What follows belongs to an exercise in optimizing a design on an open flow for small area and a short achievable clock period; a production flow would make more cautious choices. The RTL of this run was laid out without a check of its function. Power is estimated from default activity; no workload was simulated.

$ cat config.mk
export PLATFORM = sky130hd
export DESIGN_NAME = pe
export DESIGN_NICKNAME = pe
export VERILOG_FILES = /design/flow/design.v
export SDC_FILE = /design/flow/constraint.sdc
export NUM_CORES = 4
export LEC_CHECK = 0
export ABC_AREA = 1
export CAP_MARGIN = 20
export CORE_MARGIN = 2
export CORE_UTILIZATION = 40
export CTS_BUF_LIST = sky130_fd_sc_hd__clkbuf_8
export CTS_CLUSTER_SIZE = 30
export SETUP_SLACK_MARGIN = 4.05
export SLEW_MARGIN = 20
export SYNTH_HIERARCHICAL = 1
export TNS_END_PERCENT = 5
$ cat constraint.sdc
create_clock -name core_clock -period 9.0 [get_ports {clk}]
set_input_delay 1.8000 -clock core_clock [delete_from_list [all_inputs] [get_ports {clk}]]
set_output_delay 1.8000 -clock core_clock [all_outputs]
set_load 0.01 [all_outputs]
$ cat design.v
module pe (
    input wire clk,
    input wire rst,
    input wire [31:0] a,
    input wire [31:0] b,
    output wire [31:0] c
);
  reg [60:0] st;
  wire [32:0] bx = {b, 1'b0};
  wire [15:0] one, two, neg;
  genvar gi;
  generate
    for (gi = 0; gi < 16; gi = gi + 1) begin : enc
      assign one[gi] = bx[2*gi+1] ^ bx[2*gi];
      assign two[gi] = (bx[2*gi+2] & ~bx[2*gi+1] & ~bx[2*gi]) | (~bx[2*gi+2] & bx[2*gi+1] & bx[2*gi]);
      assign neg[gi] = bx[2*gi+2];
    end
  endgenerate
  wire [31:0] pp0;
  wire x0 = one[0] & a[0];
  wire e0 = neg[0] & ~x0;
  assign pp0[31:1] = ((a[31:1] & {31{one[0]}}) | (a[30:0] & {31{two[0]}})) ^ {31{neg[0]}};
  assign pp0[0] = x0;
  wire [29:0] pp1;
  wire x1 = one[1] & a[0];
  wire e1 = neg[1] & ~x1;
  assign pp1[29:1] = ((a[29:1] & {29{one[1]}}) | (a[28:0] & {29{two[1]}})) ^ {29{neg[1]}};
  assign pp1[0] = x1;
  wire [27:0] pp2;
  wire x2 = one[2] & a[0];
  wire e2 = neg[2] & ~x2;
  assign pp2[27:1] = ((a[27:1] & {27{one[2]}}) | (a[26:0] & {27{two[2]}})) ^ {27{neg[2]}};
  assign pp2[0] = x2;
  wire [25:0] pp3;
  wire x3 = one[3] & a[0];
  wire e3 = neg[3] & ~x3;
  assign pp3[25:1] = ((a[25:1] & {25{one[3]}}) | (a[24:0] & {25{two[3]}})) ^ {25{neg[3]}};
  assign pp3[0] = x3;
  wire [23:0] pp4;
  wire x4 = one[4] & a[0];
  wire e4 = neg[4] & ~x4;
  assign pp4[23:1] = ((a[23:1] & {23{one[4]}}) | (a[22:0] & {23{two[4]}})) ^ {23{neg[4]}};
  assign pp4[0] = x4;
  wire [21:0] pp5;
  wire x5 = one[5] & a[0];
  wire e5 = neg[5] & ~x5;
  assign pp5[21:1] = ((a[21:1] & {21{one[5]}}) | (a[20:0] & {21{two[5]}})) ^ {21{neg[5]}};
  assign pp5[0] = x5;
  wire [19:0] pp6;
  wire x6 = one[6] & a[0];
  wire e6 = neg[6] & ~x6;
  assign pp6[19:1] = ((a[19:1] & {19{one[6]}}) | (a[18:0] & {19{two[6]}})) ^ {19{neg[6]}};
  assign pp6[0] = x6;
  wire [17:0] pp7;
  wire x7 = one[7] & a[0];
  wire e7 = neg[7] & ~x7;
  assign pp7[17:1] = ((a[17:1] & {17{one[7]}}) | (a[16:0] & {17{two[7]}})) ^ {17{neg[7]}};
  assign pp7[0] = x7;
  wire [15:0] pp8;
  wire x8 = one[8] & a[0];
  wire e8 = neg[8] & ~x8;
  assign pp8[15:1] = ((a[15:1] & {15{one[8]}}) | (a[14:0] & {15{two[8]}})) ^ {15{neg[8]}};
  assign pp8[0] = x8;
  wire [13:0] pp9;
  wire x9 = one[9] & a[0];
  wire e9 = neg[9] & ~x9;
  assign pp9[13:1] = ((a[13:1] & {13{one[9]}}) | (a[12:0] & {13{two[9]}})) ^ {13{neg[9]}};
  assign pp9[0] = x9;
  wire [11:0] pp10;
  wire x10 = one[10] & a[0];
  wire e10 = neg[10] & ~x10;
  assign pp10[11:1] = ((a[11:1] & {11{one[10]}}) | (a[10:0] & {11{two[10]}})) ^ {11{neg[10]}};
  assign pp10[0] = x10;
  wire [9:0] pp11;
  wire x11 = one[11] & a[0];
  wire e11 = neg[11] & ~x11;
  assign pp11[9:1] = ((a[9:1] & {9{one[11]}}) | (a[8:0] & {9{two[11]}})) ^ {9{neg[11]}};
  assign pp11[0] = x11;
  wire [7:0] pp12;
  wire x12 = one[12] & a[0];
  wire e12 = neg[12] & ~x12;
  assign pp12[7:1] = ((a[7:1] & {7{one[12]}}) | (a[6:0] & {7{two[12]}})) ^ {7{neg[12]}};
  assign pp12[0] = x12;
  wire [5:0] pp13;
  wire x13 = one[13] & a[0];
  wire e13 = neg[13] & ~x13;
  assign pp13[5:1] = ((a[5:1] & {5{one[13]}}) | (a[4:0] & {5{two[13]}})) ^ {5{neg[13]}};
  assign pp13[0] = x13;
  wire [3:0] pp14;
  wire x14 = one[14] & a[0];
  wire e14 = neg[14] & ~x14;
  assign pp14[3:1] = ((a[3:1] & {3{one[14]}}) | (a[2:0] & {3{two[14]}})) ^ {3{neg[14]}};
  assign pp14[0] = x14;
  wire [1:0] pp15;
  wire x15 = one[15] & a[0];
  wire e15 = neg[15] & ~x15;
  assign pp15[1:1] = ((a[1:1] & {1{one[15]}}) | (a[0:0] & {1{two[15]}})) ^ {1{neg[15]}};
  assign pp15[0] = x15;
  wire s1, k2;
  ha u1 (.a(st[0]), .b(x0), .s(s1), .co(k2));
  wire s3, k4;
  fa u3 (.a(st[1]), .b(e0), .c(pp0[1]), .s(s3), .co(k4));
  wire s5, k6;
  ha u5 (.a(k2), .b(s3), .s(s5), .co(k6));
  wire s7, k8;
  fa u7 (.a(st[2]), .b(pp0[2]), .c(x1), .s(s7), .co(k8));
  wire s9, k10;
  fa u9 (.a(k4), .b(s7), .c(k6), .s(s9), .co(k10));
  wire s11, k12;
  fa u11 (.a(st[3]), .b(e1), .c(pp0[3]), .s(s11), .co(k12));
  wire s13, k14;
  fa u13 (.a(pp1[1]), .b(k8), .c(s11), .s(s13), .co(k14));
  wire s15, k16;
  ha u15 (.a(s13), .b(k10), .s(s15), .co(k16));
  wire s17, k18;
  fa u17 (.a(st[4]), .b(pp0[4]), .c(pp1[2]), .s(s17), .co(k18));
  wire s19, k20;
  fa u19 (.a(x2), .b(k12), .c(s17), .s(s19), .co(k20));
  wire s21, k22;
  fa u21 (.a(k14), .b(s19), .c(k16), .s(s21), .co(k22));
  wire s23, k24;
  fa u23 (.a(st[5]), .b(e2), .c(pp0[5]), .s(s23), .co(k24));
  wire s25, k26;
  fa u25 (.a(pp1[3]), .b(pp2[1]), .c(k18), .s(s25), .co(k26));
  wire s27, k28;
  fa u27 (.a(s23), .b(k20), .c(s25), .s(s27), .co(k28));
  wire s29, k30;
  ha u29 (.a(s27), .b(k22), .s(s29), .co(k30));
  wire s31, k32;
  fa u31 (.a(st[6]), .b(pp0[6]), .c(pp1[4]), .s(s31), .co(k32));
  wire s33, k34;
  fa u33 (.a(pp2[2]), .b(x3), .c(k24), .s(s33), .co(k34));
  wire s35, k36;
  fa u35 (.a(s31), .b(k26), .c(s33), .s(s35), .co(k36));
  wire s37, k38;
  fa u37 (.a(k28), .b(s35), .c(k30), .s(s37), .co(k38));
  wire s39, k40;
  fa u39 (.a(st[7]), .b(st[8]), .c(e3), .s(s39), .co(k40));
  wire s41, k42;
  fa u41 (.a(pp0[7]), .b(pp1[5]), .c(pp2[3]), .s(s41), .co(k42));
  wire s43, k44;
  fa u43 (.a(pp3[1]), .b(s39), .c(k32), .s(s43), .co(k44));
  wire s45, k46;
  fa u45 (.a(s41), .b(k34), .c(s43), .s(s45), .co(k46));
  wire s47, k48;
  ha u47 (.a(k36), .b(s45), .s(s47), .co(k48));
  wire s49, k50;
  fa u49 (.a(st[9]), .b(pp0[8]), .c(pp1[6]), .s(s49), .co(k50));
  wire s51, k52;
  fa u51 (.a(pp2[4]), .b(pp3[2]), .c(x4), .s(s51), .co(k52));
  wire s53, k54;
  fa u53 (.a(k40), .b(k42), .c(s49), .s(s53), .co(k54));
  wire s55, k56;
  fa u55 (.a(s51), .b(k44), .c(s53), .s(s55), .co(k56));
  wire s57, k58;
  fa u57 (.a(k46), .b(s55), .c(k48), .s(s57), .co(k58));
  wire s59, k60;
  fa u59 (.a(st[10]), .b(e4), .c(pp0[9]), .s(s59), .co(k60));
  wire s61, k62;
  fa u61 (.a(pp1[7]), .b(pp2[5]), .c(pp3[3]), .s(s61), .co(k62));
  wire s63, k64;
  fa u63 (.a(pp4[1]), .b(k50), .c(k52), .s(s63), .co(k64));
  wire s65, k66;
  fa u65 (.a(s59), .b(s61), .c(k54), .s(s65), .co(k66));
  wire s67, k68;
  fa u67 (.a(s63), .b(k56), .c(s65), .s(s67), .co(k68));
  wire s69, k70;
  ha u69 (.a(s67), .b(k58), .s(s69), .co(k70));
  wire s71, k72;
  fa u71 (.a(st[11]), .b(st[12]), .c(pp0[10]), .s(s71), .co(k72));
  wire s73, k74;
  fa u73 (.a(pp1[8]), .b(pp2[6]), .c(pp3[4]), .s(s73), .co(k74));
  wire s75, k76;
  fa u75 (.a(pp4[2]), .b(x5), .c(k60), .s(s75), .co(k76));
  wire s77, k78;
  fa u77 (.a(k62), .b(s71), .c(s73), .s(s77), .co(k78));
  wire s79, k80;
  fa u79 (.a(k64), .b(s75), .c(s77), .s(s79), .co(k80));
  wire s81, k82;
  fa u81 (.a(k66), .b(s79), .c(k68), .s(s81), .co(k82));
  wire s83, k84;
  fa u83 (.a(st[13]), .b(e5), .c(pp0[11]), .s(s83), .co(k84));
  wire s85, k86;
  fa u85 (.a(pp1[9]), .b(pp2[7]), .c(pp3[5]), .s(s85), .co(k86));
  wire s87, k88;
  fa u87 (.a(pp4[3]), .b(pp5[1]), .c(k72), .s(s87), .co(k88));
  wire s89, k90;
  fa u89 (.a(k74), .b(s83), .c(s85), .s(s89), .co(k90));
  wire s91, k92;
  fa u91 (.a(k76), .b(s87), .c(k78), .s(s91), .co(k92));
  wire s93, k94;
  fa u93 (.a(s89), .b(k80), .c(s91), .s(s93), .co(k94));
  wire s95, k96;
  ha u95 (.a(s93), .b(k82), .s(s95), .co(k96));
  wire s97, k98;
  fa u97 (.a(st[14]), .b(st[15]), .c(pp0[12]), .s(s97), .co(k98));
  wire s99, k100;
  fa u99 (.a(pp1[10]), .b(pp2[8]), .c(pp3[6]), .s(s99), .co(k100));
  wire s101, k102;
  fa u101 (.a(pp4[4]), .b(pp5[2]), .c(x6), .s(s101), .co(k102));
  wire s103, k104;
  fa u103 (.a(k84), .b(k86), .c(s97), .s(s103), .co(k104));
  wire s105, k106;
  fa u105 (.a(s101), .b(s99), .c(k88), .s(s105), .co(k106));
  wire s107, k108;
  fa u107 (.a(k90), .b(s103), .c(s105), .s(s107), .co(k108));
  wire s109, k110;
  fa u109 (.a(k92), .b(s107), .c(k94), .s(s109), .co(k110));
  wire s111, k112;
  fa u111 (.a(st[16]), .b(e6), .c(pp0[13]), .s(s111), .co(k112));
  wire s113, k114;
  fa u113 (.a(pp1[11]), .b(pp2[9]), .c(pp3[7]), .s(s113), .co(k114));
  wire s115, k116;
  fa u115 (.a(pp4[5]), .b(pp5[3]), .c(pp6[1]), .s(s115), .co(k116));
  wire s117, k118;
  fa u117 (.a(k98), .b(k100), .c(k102), .s(s117), .co(k118));
  wire s119, k120;
  fa u119 (.a(s111), .b(s113), .c(s115), .s(s119), .co(k120));
  wire s121, k122;
  fa u121 (.a(k104), .b(s117), .c(s119), .s(s121), .co(k122));
  wire s123, k124;
  fa u123 (.a(k106), .b(s121), .c(k108), .s(s123), .co(k124));
  wire s125, k126;
  ha u125 (.a(s123), .b(k110), .s(s125), .co(k126));
  wire s127, k128;
  fa u127 (.a(st[17]), .b(st[18]), .c(pp0[14]), .s(s127), .co(k128));
  wire s129, k130;
  fa u129 (.a(pp1[12]), .b(pp2[10]), .c(pp3[8]), .s(s129), .co(k130));
  wire s131, k132;
  fa u131 (.a(pp4[6]), .b(pp5[4]), .c(pp6[2]), .s(s131), .co(k132));
  wire s133, k134;
  fa u133 (.a(x7), .b(k112), .c(k114), .s(s133), .co(k134));
  wire s135, k136;
  fa u135 (.a(k116), .b(s127), .c(s129), .s(s135), .co(k136));
  wire s137, k138;
  fa u137 (.a(s131), .b(k118), .c(s133), .s(s137), .co(k138));
  wire s139, k140;
  fa u139 (.a(k120), .b(s135), .c(s137), .s(s139), .co(k140));
  wire s141, k142;
  fa u141 (.a(k122), .b(s139), .c(k124), .s(s141), .co(k142));
  wire s143, k144;
  fa u143 (.a(st[19]), .b(st[20]), .c(e7), .s(s143), .co(k144));
  wire s145, k146;
  fa u145 (.a(pp0[15]), .b(pp1[13]), .c(pp2[11]), .s(s145), .co(k146));
  wire s147, k148;
  fa u147 (.a(pp3[9]), .b(pp4[7]), .c(pp5[5]), .s(s147), .co(k148));
  wire s149, k150;
  fa u149 (.a(pp6[3]), .b(pp7[1]), .c(s143), .s(s149), .co(k150));
  wire s151, k152;
  fa u151 (.a(k128), .b(k130), .c(k132), .s(s151), .co(k152));
  wire s153, k154;
  fa u153 (.a(s145), .b(s147), .c(s149), .s(s153), .co(k154));
  wire s155, k156;
  fa u155 (.a(k134), .b(k136), .c(s151), .s(s155), .co(k156));
  wire s157, k158;
  fa u157 (.a(s153), .b(k138), .c(s155), .s(s157), .co(k158));
  wire s159, k160;
  ha u159 (.a(k140), .b(s157), .s(s159), .co(k160));
  wire s161, k162;
  fa u161 (.a(st[21]), .b(st[22]), .c(pp0[16]), .s(s161), .co(k162));
  wire s163, k164;
  fa u163 (.a(pp1[14]), .b(pp2[12]), .c(pp3[10]), .s(s163), .co(k164));
  wire s165, k166;
  fa u165 (.a(pp4[8]), .b(pp5[6]), .c(pp6[4]), .s(s165), .co(k166));
  wire s167, k168;
  fa u167 (.a(pp7[2]), .b(x8), .c(k144), .s(s167), .co(k168));
  wire s169, k170;
  fa u169 (.a(k146), .b(k148), .c(s161), .s(s169), .co(k170));
  wire s171, k172;
  fa u171 (.a(s163), .b(s165), .c(k150), .s(s171), .co(k172));
  wire s173, k174;
  fa u173 (.a(s167), .b(k152), .c(s169), .s(s173), .co(k174));
  wire s175, k176;
  fa u175 (.a(k154), .b(s171), .c(k156), .s(s175), .co(k176));
  wire s177, k178;
  fa u177 (.a(s173), .b(k158), .c(s175), .s(s177), .co(k178));
  wire s179, k180;
  fa u179 (.a(st[23]), .b(st[24]), .c(e8), .s(s179), .co(k180));
  wire s181, k182;
  fa u181 (.a(pp0[17]), .b(pp1[15]), .c(pp2[13]), .s(s181), .co(k182));
  wire s183, k184;
  fa u183 (.a(pp3[11]), .b(pp4[9]), .c(pp5[7]), .s(s183), .co(k184));
  wire s185, k186;
  fa u185 (.a(pp6[5]), .b(pp7[3]), .c(pp8[1]), .s(s185), .co(k186));
  wire s187, k188;
  fa u187 (.a(s179), .b(k162), .c(k164), .s(s187), .co(k188));
  wire s189, k190;
  fa u189 (.a(k166), .b(s181), .c(s183), .s(s189), .co(k190));
  wire s191, k192;
  fa u191 (.a(s185), .b(k168), .c(k170), .s(s191), .co(k192));
  wire s193, k194;
  fa u193 (.a(s187), .b(s189), .c(k172), .s(s193), .co(k194));
  wire s195, k196;
  fa u195 (.a(k174), .b(s191), .c(s193), .s(s195), .co(k196));
  wire s197, k198;
  ha u197 (.a(k176), .b(s195), .s(s197), .co(k198));
  wire s199, k200;
  fa u199 (.a(st[25]), .b(st[26]), .c(pp0[18]), .s(s199), .co(k200));
  wire s201, k202;
  fa u201 (.a(pp1[16]), .b(pp2[14]), .c(pp3[12]), .s(s201), .co(k202));
  wire s203, k204;
  fa u203 (.a(pp4[10]), .b(pp5[8]), .c(pp6[6]), .s(s203), .co(k204));
  wire s205, k206;
  fa u205 (.a(pp7[4]), .b(pp8[2]), .c(x9), .s(s205), .co(k206));
  wire s207, k208;
  fa u207 (.a(k180), .b(k182), .c(k184), .s(s207), .co(k208));
  wire s209, k210;
  fa u209 (.a(k186), .b(s199), .c(s201), .s(s209), .co(k210));
  wire s211, k212;
  fa u211 (.a(s203), .b(s205), .c(k188), .s(s211), .co(k212));
  wire s213, k214;
  fa u213 (.a(k190), .b(s207), .c(s209), .s(s213), .co(k214));
  wire s215, k216;
  fa u215 (.a(k192), .b(s211), .c(k194), .s(s215), .co(k216));
  wire s217, k218;
  fa u217 (.a(s213), .b(k196), .c(s215), .s(s217), .co(k218));
  wire s219, k220;
  fa u219 (.a(st[27]), .b(st[28]), .c(e9), .s(s219), .co(k220));
  wire s221, k222;
  fa u221 (.a(pp0[19]), .b(pp1[17]), .c(pp2[15]), .s(s221), .co(k222));
  wire s223, k224;
  fa u223 (.a(pp3[13]), .b(pp4[11]), .c(pp5[9]), .s(s223), .co(k224));
  wire s225, k226;
  fa u225 (.a(pp6[7]), .b(pp7[5]), .c(pp8[3]), .s(s225), .co(k226));
  wire s227, k228;
  fa u227 (.a(pp9[1]), .b(s219), .c(k200), .s(s227), .co(k228));
  wire s229, k230;
  fa u229 (.a(k202), .b(k204), .c(k206), .s(s229), .co(k230));
  wire s231, k232;
  fa u231 (.a(s221), .b(s223), .c(s225), .s(s231), .co(k232));
  wire s233, k234;
  fa u233 (.a(k208), .b(s227), .c(k210), .s(s233), .co(k234));
  wire s235, k236;
  fa u235 (.a(s229), .b(s231), .c(k212), .s(s235), .co(k236));
  wire s237, k238;
  fa u237 (.a(k214), .b(s233), .c(s235), .s(s237), .co(k238));
  wire s239, k240;
  ha u239 (.a(k216), .b(s237), .s(s239), .co(k240));
  wire s241, k242;
  fa u241 (.a(st[29]), .b(st[30]), .c(st[31]), .s(s241), .co(k242));
  wire s243, k244;
  fa u243 (.a(s241), .b(pp0[20]), .c(pp1[18]), .s(s243), .co(k244));
  wire s245, k246;
  fa u245 (.a(pp2[16]), .b(pp3[14]), .c(pp4[12]), .s(s245), .co(k246));
  wire s247, k248;
  fa u247 (.a(pp5[10]), .b(pp6[8]), .c(pp7[6]), .s(s247), .co(k248));
  wire s249, k250;
  fa u249 (.a(pp8[4]), .b(pp9[2]), .c(x10), .s(s249), .co(k250));
  wire s251, k252;
  fa u251 (.a(k220), .b(k222), .c(k224), .s(s251), .co(k252));
  wire s253, k254;
  fa u253 (.a(k226), .b(s243), .c(s245), .s(s253), .co(k254));
  wire s255, k256;
  fa u255 (.a(s247), .b(s249), .c(k228), .s(s255), .co(k256));
  wire s257, k258;
  fa u257 (.a(k230), .b(s251), .c(k232), .s(s257), .co(k258));
  wire s259, k260;
  fa u259 (.a(s253), .b(s255), .c(k234), .s(s259), .co(k260));
  wire s261, k262;
  fa u261 (.a(s257), .b(k236), .c(s259), .s(s261), .co(k262));
  wire s263, k264;
  fa u263 (.a(st[32]), .b(st[33]), .c(k242), .s(s263), .co(k264));
  wire s265, k266;
  fa u265 (.a(s263), .b(e10), .c(pp0[21]), .s(s265), .co(k266));
  wire s267, k268;
  fa u267 (.a(pp10[1]), .b(pp1[19]), .c(pp2[17]), .s(s267), .co(k268));
  wire s269, k270;
  fa u269 (.a(pp3[15]), .b(pp4[13]), .c(pp5[11]), .s(s269), .co(k270));
  wire s271, k272;
  fa u271 (.a(pp6[9]), .b(pp7[7]), .c(pp8[5]), .s(s271), .co(k272));
  wire s273, k274;
  fa u273 (.a(pp9[3]), .b(k244), .c(k246), .s(s273), .co(k274));
  wire s275, k276;
  fa u275 (.a(k248), .b(k250), .c(s265), .s(s275), .co(k276));
  wire s277, k278;
  fa u277 (.a(s267), .b(s269), .c(s271), .s(s277), .co(k278));
  wire s279, k280;
  fa u279 (.a(k252), .b(s273), .c(k254), .s(s279), .co(k280));
  wire s281, k282;
  fa u281 (.a(s275), .b(s277), .c(k256), .s(s281), .co(k282));
  wire s283, k284;
  fa u283 (.a(k258), .b(s279), .c(s281), .s(s283), .co(k284));
  wire s285, k286;
  ha u285 (.a(k260), .b(s283), .s(s285), .co(k286));
  wire s287, k288;
  fa u287 (.a(st[34]), .b(st[35]), .c(k264), .s(s287), .co(k288));
  wire s289, k290;
  fa u289 (.a(s287), .b(pp0[22]), .c(pp10[2]), .s(s289), .co(k290));
  wire s291, k292;
  fa u291 (.a(pp1[20]), .b(pp2[18]), .c(pp3[16]), .s(s291), .co(k292));
  wire s293, k294;
  fa u293 (.a(pp4[14]), .b(pp5[12]), .c(pp6[10]), .s(s293), .co(k294));
  wire s295, k296;
  fa u295 (.a(pp7[8]), .b(pp8[6]), .c(pp9[4]), .s(s295), .co(k296));
  wire s297, k298;
  fa u297 (.a(x11), .b(k266), .c(k268), .s(s297), .co(k298));
  wire s299, k300;
  fa u299 (.a(k270), .b(k272), .c(s289), .s(s299), .co(k300));
  wire s301, k302;
  fa u301 (.a(s291), .b(s293), .c(s295), .s(s301), .co(k302));
  wire s303, k304;
  fa u303 (.a(k274), .b(k276), .c(s297), .s(s303), .co(k304));
  wire s305, k306;
  fa u305 (.a(k278), .b(s299), .c(s301), .s(s305), .co(k306));
  wire s307, k308;
  fa u307 (.a(k280), .b(s303), .c(s305), .s(s307), .co(k308));
  wire s309, k310;
  fa u309 (.a(k282), .b(s307), .c(k284), .s(s309), .co(k310));
  wire s311, k312;
  fa u311 (.a(st[36]), .b(st[37]), .c(st[38]), .s(s311), .co(k312));
  wire s313, k314;
  fa u313 (.a(s311), .b(k288), .c(e11), .s(s313), .co(k314));
  wire s315, k316;
  fa u315 (.a(pp0[23]), .b(pp10[3]), .c(pp11[1]), .s(s315), .co(k316));
  wire s317, k318;
  fa u317 (.a(pp1[21]), .b(pp2[19]), .c(pp3[17]), .s(s317), .co(k318));
  wire s319, k320;
  fa u319 (.a(pp4[15]), .b(pp5[13]), .c(pp6[11]), .s(s319), .co(k320));
  wire s321, k322;
  fa u321 (.a(pp7[9]), .b(pp8[7]), .c(pp9[5]), .s(s321), .co(k322));
  wire s323, k324;
  fa u323 (.a(s313), .b(k290), .c(k292), .s(s323), .co(k324));
  wire s325, k326;
  fa u325 (.a(k294), .b(k296), .c(s315), .s(s325), .co(k326));
  wire s327, k328;
  fa u327 (.a(s317), .b(s319), .c(s321), .s(s327), .co(k328));
  wire s329, k330;
  fa u329 (.a(k298), .b(k300), .c(s323), .s(s329), .co(k330));
  wire s331, k332;
  fa u331 (.a(k302), .b(s325), .c(s327), .s(s331), .co(k332));
  wire s333, k334;
  fa u333 (.a(k304), .b(s329), .c(k306), .s(s333), .co(k334));
  wire s335, k336;
  ha u335 (.a(s331), .b(k308), .s(s335), .co(k336));
  wire s337, k338;
  fa u337 (.a(st[39]), .b(st[40]), .c(k312), .s(s337), .co(k338));
  wire s339, k340;
  fa u339 (.a(s337), .b(pp0[24]), .c(pp10[4]), .s(s339), .co(k340));
  wire s341, k342;
  fa u341 (.a(pp11[2]), .b(pp1[22]), .c(pp2[20]), .s(s341), .co(k342));
  wire s343, k344;
  fa u343 (.a(pp3[18]), .b(pp4[16]), .c(pp5[14]), .s(s343), .co(k344));
  wire s345, k346;
  fa u345 (.a(pp6[12]), .b(pp7[10]), .c(pp8[8]), .s(s345), .co(k346));
  wire s347, k348;
  fa u347 (.a(pp9[6]), .b(x12), .c(k314), .s(s347), .co(k348));
  wire s349, k350;
  fa u349 (.a(k316), .b(k318), .c(k320), .s(s349), .co(k350));
  wire s351, k352;
  fa u351 (.a(k322), .b(s339), .c(s341), .s(s351), .co(k352));
  wire s353, k354;
  fa u353 (.a(s343), .b(s345), .c(s347), .s(s353), .co(k354));
  wire s355, k356;
  fa u355 (.a(k324), .b(k326), .c(s349), .s(s355), .co(k356));
  wire s357, k358;
  fa u357 (.a(k328), .b(s351), .c(s353), .s(s357), .co(k358));
  wire s359, k360;
  fa u359 (.a(k330), .b(s355), .c(k332), .s(s359), .co(k360));
  wire s361, k362;
  fa u361 (.a(s357), .b(k334), .c(s359), .s(s361), .co(k362));
  wire s363, k364;
  fa u363 (.a(st[41]), .b(st[42]), .c(st[43]), .s(s363), .co(k364));
  wire s365, k366;
  fa u365 (.a(s363), .b(k338), .c(e12), .s(s365), .co(k366));
  wire s367, k368;
  fa u367 (.a(pp0[25]), .b(pp10[5]), .c(pp11[3]), .s(s367), .co(k368));
  wire s369, k370;
  fa u369 (.a(pp12[1]), .b(pp1[23]), .c(pp2[21]), .s(s369), .co(k370));
  wire s371, k372;
  fa u371 (.a(pp3[19]), .b(pp4[17]), .c(pp5[15]), .s(s371), .co(k372));
  wire s373, k374;
  fa u373 (.a(pp6[13]), .b(pp7[11]), .c(pp8[9]), .s(s373), .co(k374));
  wire s375, k376;
  fa u375 (.a(pp9[7]), .b(s365), .c(k340), .s(s375), .co(k376));
  wire s377, k378;
  fa u377 (.a(k342), .b(k344), .c(k346), .s(s377), .co(k378));
  wire s379, k380;
  fa u379 (.a(s367), .b(s369), .c(s371), .s(s379), .co(k380));
  wire s381, k382;
  fa u381 (.a(s373), .b(k348), .c(k350), .s(s381), .co(k382));
  wire s383, k384;
  fa u383 (.a(s375), .b(k352), .c(s377), .s(s383), .co(k384));
  wire s385, k386;
  fa u385 (.a(s379), .b(k354), .c(k356), .s(s385), .co(k386));
  wire s387, k388;
  fa u387 (.a(s381), .b(s383), .c(k358), .s(s387), .co(k388));
  wire s389, k390;
  ha u389 (.a(s385), .b(k360), .s(s389), .co(k390));
  wire s391, k392;
  fa u391 (.a(st[44]), .b(st[45]), .c(st[46]), .s(s391), .co(k392));
  wire s393, k394;
  fa u393 (.a(k364), .b(s391), .c(pp0[26]), .s(s393), .co(k394));
  wire s395, k396;
  fa u395 (.a(pp10[6]), .b(pp11[4]), .c(pp12[2]), .s(s395), .co(k396));
  wire s397, k398;
  fa u397 (.a(pp1[24]), .b(pp2[22]), .c(pp3[20]), .s(s397), .co(k398));
  wire s399, k400;
  fa u399 (.a(pp4[18]), .b(pp5[16]), .c(pp6[14]), .s(s399), .co(k400));
  wire s401, k402;
  fa u401 (.a(pp7[12]), .b(pp8[10]), .c(pp9[8]), .s(s401), .co(k402));
  wire s403, k404;
  fa u403 (.a(x13), .b(k366), .c(k368), .s(s403), .co(k404));
  wire s405, k406;
  fa u405 (.a(k370), .b(k372), .c(k374), .s(s405), .co(k406));
  wire s407, k408;
  fa u407 (.a(s393), .b(s395), .c(s397), .s(s407), .co(k408));
  wire s409, k410;
  fa u409 (.a(s399), .b(s401), .c(k376), .s(s409), .co(k410));
  wire s411, k412;
  fa u411 (.a(k378), .b(s403), .c(s405), .s(s411), .co(k412));
  wire s413, k414;
  fa u413 (.a(k380), .b(s407), .c(k382), .s(s413), .co(k414));
  wire s415, k416;
  fa u415 (.a(s409), .b(k384), .c(s411), .s(s415), .co(k416));
  wire s417, k418;
  fa u417 (.a(k386), .b(s413), .c(s415), .s(s417), .co(k418));
  wire s419, k420;
  fa u419 (.a(st[47]), .b(st[48]), .c(st[49]), .s(s419), .co(k420));
  wire s421, k422;
  fa u421 (.a(k392), .b(s419), .c(e13), .s(s421), .co(k422));
  wire s423, k424;
  fa u423 (.a(pp0[27]), .b(pp10[7]), .c(pp11[5]), .s(s423), .co(k424));
  wire s425, k426;
  fa u425 (.a(pp12[3]), .b(pp13[1]), .c(pp1[25]), .s(s425), .co(k426));
  wire s427, k428;
  fa u427 (.a(pp2[23]), .b(pp3[21]), .c(pp4[19]), .s(s427), .co(k428));
  wire s429, k430;
  fa u429 (.a(pp5[17]), .b(pp6[15]), .c(pp7[13]), .s(s429), .co(k430));
  wire s431, k432;
  fa u431 (.a(pp8[11]), .b(pp9[9]), .c(s421), .s(s431), .co(k432));
  wire s433, k434;
  fa u433 (.a(k394), .b(k396), .c(k398), .s(s433), .co(k434));
  wire s435, k436;
  fa u435 (.a(k400), .b(k402), .c(s423), .s(s435), .co(k436));
  wire s437, k438;
  fa u437 (.a(s425), .b(s427), .c(s429), .s(s437), .co(k438));
  wire s439, k440;
  fa u439 (.a(s431), .b(k404), .c(k406), .s(s439), .co(k440));
  wire s441, k442;
  fa u441 (.a(k408), .b(s433), .c(s435), .s(s441), .co(k442));
  wire s443, k444;
  fa u443 (.a(s437), .b(k410), .c(k412), .s(s443), .co(k444));
  wire s445, k446;
  fa u445 (.a(s439), .b(s441), .c(k414), .s(s445), .co(k446));
  wire s447, k448;
  ha u447 (.a(k416), .b(s443), .s(s447), .co(k448));
  wire s449, k450;
  fa u449 (.a(st[50]), .b(st[51]), .c(k420), .s(s449), .co(k450));
  wire s451, k452;
  fa u451 (.a(s449), .b(pp0[28]), .c(pp10[8]), .s(s451), .co(k452));
  wire s453, k454;
  fa u453 (.a(pp11[6]), .b(pp12[4]), .c(pp13[2]), .s(s453), .co(k454));
  wire s455, k456;
  fa u455 (.a(pp1[26]), .b(pp2[24]), .c(pp3[22]), .s(s455), .co(k456));
  wire s457, k458;
  fa u457 (.a(pp4[20]), .b(pp5[18]), .c(pp6[16]), .s(s457), .co(k458));
  wire s459, k460;
  fa u459 (.a(pp7[14]), .b(pp8[12]), .c(pp9[10]), .s(s459), .co(k460));
  wire s461, k462;
  fa u461 (.a(x14), .b(k422), .c(k424), .s(s461), .co(k462));
  wire s463, k464;
  fa u463 (.a(k426), .b(k428), .c(k430), .s(s463), .co(k464));
  wire s465, k466;
  fa u465 (.a(s451), .b(s453), .c(s455), .s(s465), .co(k466));
  wire s467, k468;
  fa u467 (.a(s457), .b(s459), .c(k432), .s(s467), .co(k468));
  wire s469, k470;
  fa u469 (.a(k434), .b(s461), .c(k436), .s(s469), .co(k470));
  wire s471, k472;
  fa u471 (.a(s463), .b(k438), .c(s465), .s(s471), .co(k472));
  wire s473, k474;
  fa u473 (.a(s467), .b(k440), .c(k442), .s(s473), .co(k474));
  wire s475, k476;
  fa u475 (.a(s469), .b(s471), .c(k444), .s(s475), .co(k476));
  wire s477, k478;
  fa u477 (.a(s473), .b(k446), .c(k448), .s(s477), .co(k478));
  wire s479, k480;
  fa u479 (.a(st[52]), .b(st[53]), .c(st[54]), .s(s479), .co(k480));
  wire s481, k482;
  fa u481 (.a(s479), .b(k450), .c(e14), .s(s481), .co(k482));
  wire s483, k484;
  fa u483 (.a(pp0[29]), .b(pp10[9]), .c(pp11[7]), .s(s483), .co(k484));
  wire s485, k486;
  fa u485 (.a(pp12[5]), .b(pp13[3]), .c(pp14[1]), .s(s485), .co(k486));
  wire s487, k488;
  fa u487 (.a(pp1[27]), .b(pp2[25]), .c(pp3[23]), .s(s487), .co(k488));
  wire s489, k490;
  fa u489 (.a(pp4[21]), .b(pp5[19]), .c(pp6[17]), .s(s489), .co(k490));
  wire s491, k492;
  fa u491 (.a(pp7[15]), .b(pp8[13]), .c(pp9[11]), .s(s491), .co(k492));
  wire s493, k494;
  fa u493 (.a(s481), .b(k452), .c(k454), .s(s493), .co(k494));
  wire s495, k496;
  fa u495 (.a(k456), .b(k458), .c(k460), .s(s495), .co(k496));
  wire s497, k498;
  fa u497 (.a(s483), .b(s485), .c(s487), .s(s497), .co(k498));
  wire s499, k500;
  fa u499 (.a(s489), .b(s491), .c(k462), .s(s499), .co(k500));
  wire s501, k502;
  fa u501 (.a(k464), .b(s493), .c(k466), .s(s501), .co(k502));
  wire s503, k504;
  fa u503 (.a(s495), .b(s497), .c(k468), .s(s503), .co(k504));
  wire s505, k506;
  fa u505 (.a(s499), .b(k470), .c(k472), .s(s505), .co(k506));
  wire s507, k508;
  fa u507 (.a(s501), .b(s503), .c(k474), .s(s507), .co(k508));
  wire s509, k510;
  ha u509 (.a(s505), .b(k476), .s(s509), .co(k510));
  wire s511, k512;
  fa u511 (.a(st[55]), .b(st[56]), .c(st[57]), .s(s511), .co(k512));
  wire s513, k514;
  fa u513 (.a(k480), .b(s511), .c(pp0[30]), .s(s513), .co(k514));
  wire s515, k516;
  fa u515 (.a(pp10[10]), .b(pp11[8]), .c(pp12[6]), .s(s515), .co(k516));
  wire s517, k518;
  fa u517 (.a(pp13[4]), .b(pp14[2]), .c(pp1[28]), .s(s517), .co(k518));
  wire s519, k520;
  fa u519 (.a(pp2[26]), .b(pp3[24]), .c(pp4[22]), .s(s519), .co(k520));
  wire s521, k522;
  fa u521 (.a(pp5[20]), .b(pp6[18]), .c(pp7[16]), .s(s521), .co(k522));
  wire s523, k524;
  fa u523 (.a(pp8[14]), .b(pp9[12]), .c(x15), .s(s523), .co(k524));
  wire s525, k526;
  fa u525 (.a(k482), .b(k484), .c(k486), .s(s525), .co(k526));
  wire s527, k528;
  fa u527 (.a(k488), .b(k490), .c(k492), .s(s527), .co(k528));
  wire s529, k530;
  fa u529 (.a(s513), .b(s515), .c(s517), .s(s529), .co(k530));
  wire s531, k532;
  fa u531 (.a(s519), .b(s521), .c(s523), .s(s531), .co(k532));
  wire s533, k534;
  fa u533 (.a(k494), .b(k496), .c(s525), .s(s533), .co(k534));
  wire s535, k536;
  fa u535 (.a(s527), .b(k498), .c(s529), .s(s535), .co(k536));
  wire s537, k538;
  fa u537 (.a(s531), .b(k500), .c(k502), .s(s537), .co(k538));
  wire s539, k540;
  fa u539 (.a(s533), .b(k504), .c(s535), .s(s539), .co(k540));
  wire s541, k542;
  fa u541 (.a(k506), .b(s537), .c(s539), .s(s541), .co(k542));
  wire s543, k544;
  fa u543 (.a(st[58]), .b(st[59]), .c(st[60]), .s(s543), .co(k544));
  wire s545, k546;
  fa u545 (.a(k512), .b(s543), .c(e15), .s(s545), .co(k546));
  wire s547, k548;
  fa u547 (.a(pp0[31]), .b(pp10[11]), .c(pp11[9]), .s(s547), .co(k548));
  wire s549, k550;
  fa u549 (.a(pp12[7]), .b(pp13[5]), .c(pp14[3]), .s(s549), .co(k550));
  wire s551, k552;
  fa u551 (.a(pp15[1]), .b(pp1[29]), .c(pp2[27]), .s(s551), .co(k552));
  wire s553, k554;
  fa u553 (.a(pp3[25]), .b(pp4[23]), .c(pp5[21]), .s(s553), .co(k554));
  wire s555, k556;
  fa u555 (.a(pp6[19]), .b(pp7[17]), .c(pp8[15]), .s(s555), .co(k556));
  wire s557, k558;
  fa u557 (.a(pp9[13]), .b(s545), .c(k514), .s(s557), .co(k558));
  wire s559, k560;
  fa u559 (.a(k516), .b(k518), .c(k520), .s(s559), .co(k560));
  wire s561, k562;
  fa u561 (.a(k522), .b(k524), .c(s547), .s(s561), .co(k562));
  wire s563, k564;
  fa u563 (.a(s549), .b(s551), .c(s553), .s(s563), .co(k564));
  wire s565, k566;
  fa u565 (.a(s555), .b(k526), .c(k528), .s(s565), .co(k566));
  wire s567, k568;
  fa u567 (.a(s557), .b(k530), .c(s559), .s(s567), .co(k568));
  wire s569, k570;
  fa u569 (.a(k532), .b(s561), .c(s563), .s(s569), .co(k570));
  wire s571, k572;
  fa u571 (.a(k534), .b(s565), .c(k536), .s(s571), .co(k572));
  wire s573, k574;
  fa u573 (.a(s567), .b(s569), .c(k538), .s(s573), .co(k574));
  wire s575, k576;
  ha u575 (.a(k540), .b(s571), .s(s575), .co(k576));
  wire [60:0] nx;
  assign nx[0] = s1;
  assign nx[1] = s5;
  assign nx[2] = s9;
  assign nx[3] = s15;
  assign nx[4] = s21;
  assign nx[5] = s29;
  assign nx[6] = s37;
  assign nx[7] = s47;
  assign nx[8] = k38;
  assign nx[9] = s57;
  assign nx[10] = s69;
  assign nx[11] = k70;
  assign nx[12] = s81;
  assign nx[13] = s95;
  assign nx[14] = s109;
  assign nx[15] = k96;
  assign nx[16] = s125;
  assign nx[17] = k126;
  assign nx[18] = s141;
  assign nx[19] = s159;
  assign nx[20] = k142;
  assign nx[21] = k160;
  assign nx[22] = s177;
  assign nx[23] = k178;
  assign nx[24] = s197;
  assign nx[25] = k198;
  assign nx[26] = s217;
  assign nx[27] = k218;
  assign nx[28] = s239;
  assign nx[29] = k238;
  assign nx[30] = s261;
  assign nx[31] = k240;
  assign nx[32] = k262;
  assign nx[33] = s285;
  assign nx[34] = k286;
  assign nx[35] = s309;
  assign nx[36] = s333;
  assign nx[37] = s335;
  assign nx[38] = k310;
  assign nx[39] = k336;
  assign nx[40] = s361;
  assign nx[41] = s387;
  assign nx[42] = s389;
  assign nx[43] = k362;
  assign nx[44] = k388;
  assign nx[45] = k390;
  assign nx[46] = s417;
  assign nx[47] = s445;
  assign nx[48] = s447;
  assign nx[49] = k418;
  assign nx[50] = s475;
  assign nx[51] = s477;
  assign nx[52] = s507;
  assign nx[53] = s509;
  assign nx[54] = k478;
  assign nx[55] = k508;
  assign nx[56] = k510;
  assign nx[57] = s541;
  assign nx[58] = s573;
  assign nx[59] = s575;
  assign nx[60] = k542;
  always @(posedge clk or posedge rst) begin
    if (rst)
      st <= 61'd0;
    else
      st <= nx;
  end
  assign c[0] = st[0];
  assign c[1] = st[1];
  assign c[2] = st[2];
  assign c[3] = st[3];
  assign c[4] = st[4];
  assign c[5] = st[5];
  assign c[6] = st[6];
  wire s100001, k100002;
  fa u100001 (.a(st[29]), .b(st[30]), .c(st[31]), .s(s100001), .co(k100002));
  wire s100003, k100004;
  fa u100003 (.a(st[32]), .b(st[33]), .c(k100002), .s(s100003), .co(k100004));
  wire s100005, k100006;
  fa u100005 (.a(st[34]), .b(st[35]), .c(k100004), .s(s100005), .co(k100006));
  wire s100007, k100008;
  fa u100007 (.a(st[36]), .b(st[37]), .c(st[38]), .s(s100007), .co(k100008));
  wire s100009, k100010;
  fa u100009 (.a(st[39]), .b(st[40]), .c(k100008), .s(s100009), .co(k100010));
  wire s100011, k100012;
  fa u100011 (.a(st[41]), .b(st[42]), .c(st[43]), .s(s100011), .co(k100012));
  wire s100013, k100014;
  fa u100013 (.a(st[44]), .b(st[45]), .c(st[46]), .s(s100013), .co(k100014));
  wire s100015, k100016;
  fa u100015 (.a(st[47]), .b(st[48]), .c(st[49]), .s(s100015), .co(k100016));
  wire s100017, k100018;
  fa u100017 (.a(st[50]), .b(st[51]), .c(k100016), .s(s100017), .co(k100018));
  wire s100019, k100020;
  fa u100019 (.a(st[52]), .b(st[53]), .c(st[54]), .s(s100019), .co(k100020));
  wire s100021, k100022;
  fa u100021 (.a(st[55]), .b(st[56]), .c(st[57]), .s(s100021), .co(k100022));
  wire s100023, k100024;
  fa u100023 (.a(st[58]), .b(st[59]), .c(st[60]), .s(s100023), .co(k100024));
  wire [24:0] ax = {k100022, k100020, s100019, s100017, k100014, k100012, s100011, s100009, s100007, s100005, s100003, s100001, st[27], st[25], st[23], st[21], st[19], st[17], st[16], st[14], st[13], st[11], st[10], st[9], st[7]};
  wire [24:0] bxx = {s100023, s100021, k100018, 1'b0, s100015, s100013, k100010, 1'b0, k100006, 1'b0, 1'b0, 1'b0, st[28], st[26], st[24], st[22], st[20], st[18], 1'b0, st[15], 1'b0, st[12], 1'b0, 1'b0, st[8]};
  wire [24:0] p0 = ax ^ bxx;
  wire [24:0] g0 = ax & bxx;
  wire bg1 = g0[1] | (p0[1] & g0[0]);
  wire bg2 = g0[3] | (p0[3] & g0[2]);
  wire bp2 = p0[3] & p0[2];
  wire bg3 = g0[5] | (p0[5] & g0[4]);
  wire bp3 = p0[5] & p0[4];
  wire bg4 = g0[7] | (p0[7] & g0[6]);
  wire bp4 = p0[7] & p0[6];
  wire bg5 = g0[9] | (p0[9] & g0[8]);
  wire bp5 = p0[9] & p0[8];
  wire bg6 = g0[11] | (p0[11] & g0[10]);
  wire bp6 = p0[11] & p0[10];
  wire bg7 = g0[13] | (p0[13] & g0[12]);
  wire bp7 = p0[13] & p0[12];
  wire bg8 = g0[15] | (p0[15] & g0[14]);
  wire bp8 = p0[15] & p0[14];
  wire bg9 = g0[17] | (p0[17] & g0[16]);
  wire bp9 = p0[17] & p0[16];
  wire bg10 = g0[19] | (p0[19] & g0[18]);
  wire bp10 = p0[19] & p0[18];
  wire bg11 = g0[21] | (p0[21] & g0[20]);
  wire bp11 = p0[21] & p0[20];
  wire bg12 = g0[23] | (p0[23] & g0[22]);
  wire bp12 = p0[23] & p0[22];
  wire bg13 = bg2 | (bp2 & bg1);
  wire bg14 = bg4 | (bp4 & bg3);
  wire bp14 = bp4 & bp3;
  wire bg15 = bg6 | (bp6 & bg5);
  wire bp15 = bp6 & bp5;
  wire bg16 = bg8 | (bp8 & bg7);
  wire bp16 = bp8 & bp7;
  wire bg17 = bg10 | (bp10 & bg9);
  wire bp17 = bp10 & bp9;
  wire bg18 = bg12 | (bp12 & bg11);
  wire bp18 = bp12 & bp11;
  wire bg19 = bg14 | (bp14 & bg13);
  wire bg20 = bg16 | (bp16 & bg15);
  wire bp20 = bp16 & bp15;
  wire bg21 = bg18 | (bp18 & bg17);
  wire bp21 = bp18 & bp17;
  wire bg22 = bg20 | (bp20 & bg19);
  wire bg23 = bg21 | (bp21 & bg22);
  wire bg24 = bg15 | (bp15 & bg19);
  wire bg25 = bg17 | (bp17 & bg22);
  wire bg26 = bg3 | (bp3 & bg13);
  wire bg27 = bg5 | (bp5 & bg19);
  wire bg28 = bg7 | (bp7 & bg24);
  wire bg29 = bg9 | (bp9 & bg22);
  wire bg30 = bg11 | (bp11 & bg25);
  wire bg31 = g0[2] | (p0[2] & bg1);
  wire bg32 = g0[4] | (p0[4] & bg13);
  wire bg33 = g0[6] | (p0[6] & bg26);
  wire bg34 = g0[8] | (p0[8] & bg19);
  wire bg35 = g0[10] | (p0[10] & bg27);
  wire bg36 = g0[12] | (p0[12] & bg24);
  wire bg37 = g0[14] | (p0[14] & bg28);
  wire bg38 = g0[16] | (p0[16] & bg22);
  wire bg39 = g0[18] | (p0[18] & bg29);
  wire bg40 = g0[20] | (p0[20] & bg25);
  wire bg41 = g0[22] | (p0[22] & bg30);
  wire bg42 = g0[24] | (p0[24] & bg23);
  assign c[7] = p0[0];
  assign c[8] = p0[1] ^ g0[0];
  assign c[9] = p0[2] ^ bg1;
  assign c[10] = p0[3] ^ bg31;
  assign c[11] = p0[4] ^ bg13;
  assign c[12] = p0[5] ^ bg32;
  assign c[13] = p0[6] ^ bg26;
  assign c[14] = p0[7] ^ bg33;
  assign c[15] = p0[8] ^ bg19;
  assign c[16] = p0[9] ^ bg34;
  assign c[17] = p0[10] ^ bg27;
  assign c[18] = p0[11] ^ bg35;
  assign c[19] = p0[12] ^ bg24;
  assign c[20] = p0[13] ^ bg36;
  assign c[21] = p0[14] ^ bg28;
  assign c[22] = p0[15] ^ bg37;
  assign c[23] = p0[16] ^ bg22;
  assign c[24] = p0[17] ^ bg38;
  assign c[25] = p0[18] ^ bg29;
  assign c[26] = p0[19] ^ bg39;
  assign c[27] = p0[20] ^ bg25;
  assign c[28] = p0[21] ^ bg40;
  assign c[29] = p0[22] ^ bg30;
  assign c[30] = p0[23] ^ bg41;
  assign c[31] = p0[24] ^ bg23;
endmodule
module fa (
    input wire a,
    input wire b,
    input wire c,
    output wire s,
    output wire co
);
  assign s = a ^ b ^ c;
  assign co = (a & b) | (a & c) | (b & c);
endmodule
module ha (
    input wire a,
    input wire b,
    output wire s,
    output wire co
);
  assign s = a ^ b;
  assign co = a & b;
endmodule
$ cat flow/run.sh
#!/bin/bash
set -euo pipefail
export BUFFER_PORTS_ARGS="-buffer_cell sky130_fd_sc_hd__buf_2"
bash standard.sh > standard.log 2>&1
$ cat standard.sh
#!/bin/bash
# synth_recipe.tcl (not shown) runs the flow's synth.tcl, then flattens the netlist and writes it again
# the make line also repeats each setting of config.mk as NAME=value (left out here)
make -C /OpenROAD-flow-scripts/flow DESIGN_CONFIG=/design/flow/config.mk WORK_HOME=/design/flow/orfs CLKGATE_MAP_FILE= SYNTH_SCRIPT=/design/flow/synth_recipe.tcl "${@:-finish}"
==> notes.md <==
-- modules after synthesis (local to each module, per instance) --
module  times used  area, µm²  flops+latches
fa             283      20.02              0
ha              17      12.51              0
pe               1       7705             61
-- through the flow --
stage               utilization [%]  instances  power (W)
floorplan                         -       1285   0.005234
finish                        47.62       1805   0.007540
global route                  47.62       1805   0.008639
CTS                           47.58       1804   0.007699
detailed placement            42.29       1718   0.007155
global placement              42.29       1718   0.006872
-- synth_stat cells --
library cell	count	area share [%]
fa_1	290	43
xor2_1	265	17
o22ai_1	242	11
inv_1	75	2.1
buf_2	61	2.2
dfrtp_1	61	11
nand2_1	57	1.6
nor2_1	43	1.2
ha_1	37	3.4
clkbuf_1	29	0.80
buf_4	24	1.3
o21ai_0	20	0.74
o22ai_2	12	1.1
a21oi_1	10	0.37
a21oi_2	8	0.52
clkinv_1	7	0.19
buf_6	6	0.50
nand3_1	6	0.22
buf_1	5	0.14
nor2_2	5	0.23
inv_2	4	0.11
nand2_2	4	0.18
nand4_1	3	0.14
xnor2_1	3	0.19
a21oi_4	2	0.24
nor3_1	2	0.074
o21bai_1	2	0.11
a31o_2	1	0.064
or2_2	1	0.046
-- layout make-up --
class	count	area, µm²
sequential	61	1526
inverter	86	355.3
multi-input combinational	1019	11530
clock inverter	7	115.1
timing repair buffer	173	1697
clock buffer	9	123.9
fill	3025	17520
tap	448	560.5
timing repair inverter	2	15.01
-- logic make-up after synthesis --
kind of cell	count (synthesis)	synth area share [%]
buffers and inverters	211	7.388
adders and majority gates	327	46.15
AOI/OAI and AO/OA	297	14.29
xor gates and xnor gates	268	17.28
and+or+nand+nor	121	3.657
DFF	61	11.24
-- per-layer routing --
| metal | track usage (%) | wire length, µm | vias up |
|---|---|---|---|
| li1 | - | - | 4420 |
| met1 | 35.58 | 17750 | 5523 |
| met2 | 43.15 | 21390 | 759 |
| met3 | 5.848 | 4725 | 195 |
| met4 | 13.14 | 2650 | 0 |
| met5 | 0 | 0 | - |
-- cells in the final DEF, fill, tap and decap left out, types with 3 or more instances in the layout --
cell type / synthesis / final
inv_2: 4 / 5
o22ai_2: 12 / 16
nand2_4: 0 / 8
xnor2_1: 3 / 3
a21oi_2: 8 / 4
buf_16: 0 / 7
dfrtp_1: 61 / 61
nor2_2: 5 / 10
a21oi_4: 2 / 12
nand4_1: 3 / 3
nand2_2: 4 / 10
buf_4: 24 / 44
ha_1: 37 / 37
nand3_1: 6 / 6
buf_8: 0 / 3
clkinv_2: 0 / 4
nand2_8: 0 / 9
clkinv_1: 7 / 3
xor2_1: 265 / 265
o22ai_1: 242 / 238
bufbuf_16: 0 / 7
a21oi_1: 10 / 7
o21ai_0: 20 / 20
bufinv_16: 0 / 3
clkinvlp_4: 0 / 8
buf_12: 0 / 20
buf_6: 6 / 6
buf_2: 61 / 85
clkbuf_8: 0 / 9
fa_1: 290 / 266
nand2_1: 57 / 37
nor2_1: 43 / 33
nor2_4: 0 / 5
fa_2: 0 / 24
inv_1: 75 / 69
-- final timing paths --
kind	from	to	slack, ps
worst max-delay path	b[21]	st[57]	3720
worst min-delay path	st[0]	st[0]	540
worst max register to register	st[31]	st[35]	4470
worst min register to register	st[0]	st[0]	540
max in group asynchronous	rst	st[53]	6800
min in group asynchronous	rst	st[34]	1660
-- worst max-delay path: stages --
cell and delay (ps):
buf_4 270, nor2_1 110, inv_1 60, nand2_1 310, o22ai_1 310, xor2_1 230, fa_1 490, fa_1 550
fa_1 430, fa_1 560, fa_1 430
-- where the power goes --
group,switching [W],internal (W)
registers,0.000152,0.000616
clock network,0.000143,0.000183
logic,0.00343,0.00302
-- timing repair --
action	CTS	global route
setup endpoints to repair	68	54
buffers inserted	52	1
cloned	18	0
hold buffers	0	0
gates resized for setup	157	2
pin swaps	39	8
==> notes.md <==
layout cells sized above 1=22.48%; fin crit share=58.71%; Post-Synthesis Cells=1285; Max Cap Viol=0; worst-path fanout max=16; fmax=189.2 MHz; Rel. slew slack=43.47%; Initial DRC Count=1273; Rows=67; width of the die=188.3 µm; final count of hold timing violations=0; I/O pins=98; GRT Residual Overflow=0; Placed Area=0.01414 mm²; R2R depth=10; Total GRT Usage=27.22%; GPL Wtd Cong=0.8694; PortBufs=97; DRC Markers=0; worst endpoint required time=9260 ps; Startpoint Class=input port; Avg WL per Cell=25.77 µm; Worst-path clk slew=90 ps; CTS tree=yes; VDD IR max=276.8 µV; CTS buffer count=9; maximum root-to-sink buffer count=2; die area=0.03545 mm²; syn nets=1678; CTS root buf=clkbuf_8; Die Height=188.3 µm; Yosys reg bits=61; antenna-violating nets left=0; DRT Pass-1 Iters=6; Largest regs=st (61); minimum clock period=5284 ps; post-DP HPWL=28970 µm; RSZ-0062 raised after global routing=true; Finish-stage setup viols=0; WHS Path Cells=1; Design Area, Final=0.01593 mm²; Setup WS pre-CTS=1951 ps; Critical Path Sink Type=flip-flop; Slew @ Worst Pin=847.9 ps; Arr. time, crit path=5550 ps; Post-Syn Area=0.01358 mm²; first-pass GRT wire length=72440 µm; Hold WC Path Type=reg2reg; Distinct cells, synth=29; Synth Warn #=7; core area=0.03345 mm²; final setup margin=3716 ps; Hold WS=535.1 ps; Largest register FFs=61; nets@finish=1745; fin. max-slew vios=0; outcome=complete, no violations; Clock Latency Late Sink=390 ps; initial antenna violation count=0; diodes inserted=0; Starting Density=40.61%; PwrDens=473.4 mW/mm²; final WL=46510 µm; largest net degree at the start of global routing=62; sequential share of the synthesized area=11.24%; H-tree Lvls=3; Syn Area/Cell=10.57 µm²; Area growth, synth to finish=17.25%; Via density=6.037; Final Skew=11.20 ps; static leakage=6.768 nW; number of global-route vias before repair=11901; critical path class=in2reg; clk sink count=61; Most flops, register=st; Vias=10897; setup tns final=0 ps

static timing again, ports no longer ideal:
In the flow no input, the clock included, has a driving cell. The finished layout below was timed again as built, in two steps.
Step 1 (the two cells are an assumption about what drives the block):
set clk [get_ports {clk}]
set_driving_cell -lib_cell sky130_fd_sc_hd__clkbuf_16 $clk
set_driving_cell -lib_cell sky130_fd_sc_hd__buf_2 [delete_from_list [all_inputs] $clk]
Step 2 times the ports against the registers' clock, not the clock port: input delays grow and output delays shrink by t, the midpoint of the rising clock arrivals with the driver on.
a / b / c = ideal ports / drivers / drivers and shift; a / b = the first two.
t (ns): 0.432
slack for setup (ns): 3.716 / 3.725 / 3.298
worst hold slack (ns): 0.535 / 0.535 / 0.535
worst slew at a driven data input, ns: 0.17
After both steps this run still meets setup and hold. The setup slack of this run moves by +0.009 ns with the drivers and by -0.418 ns with both steps.
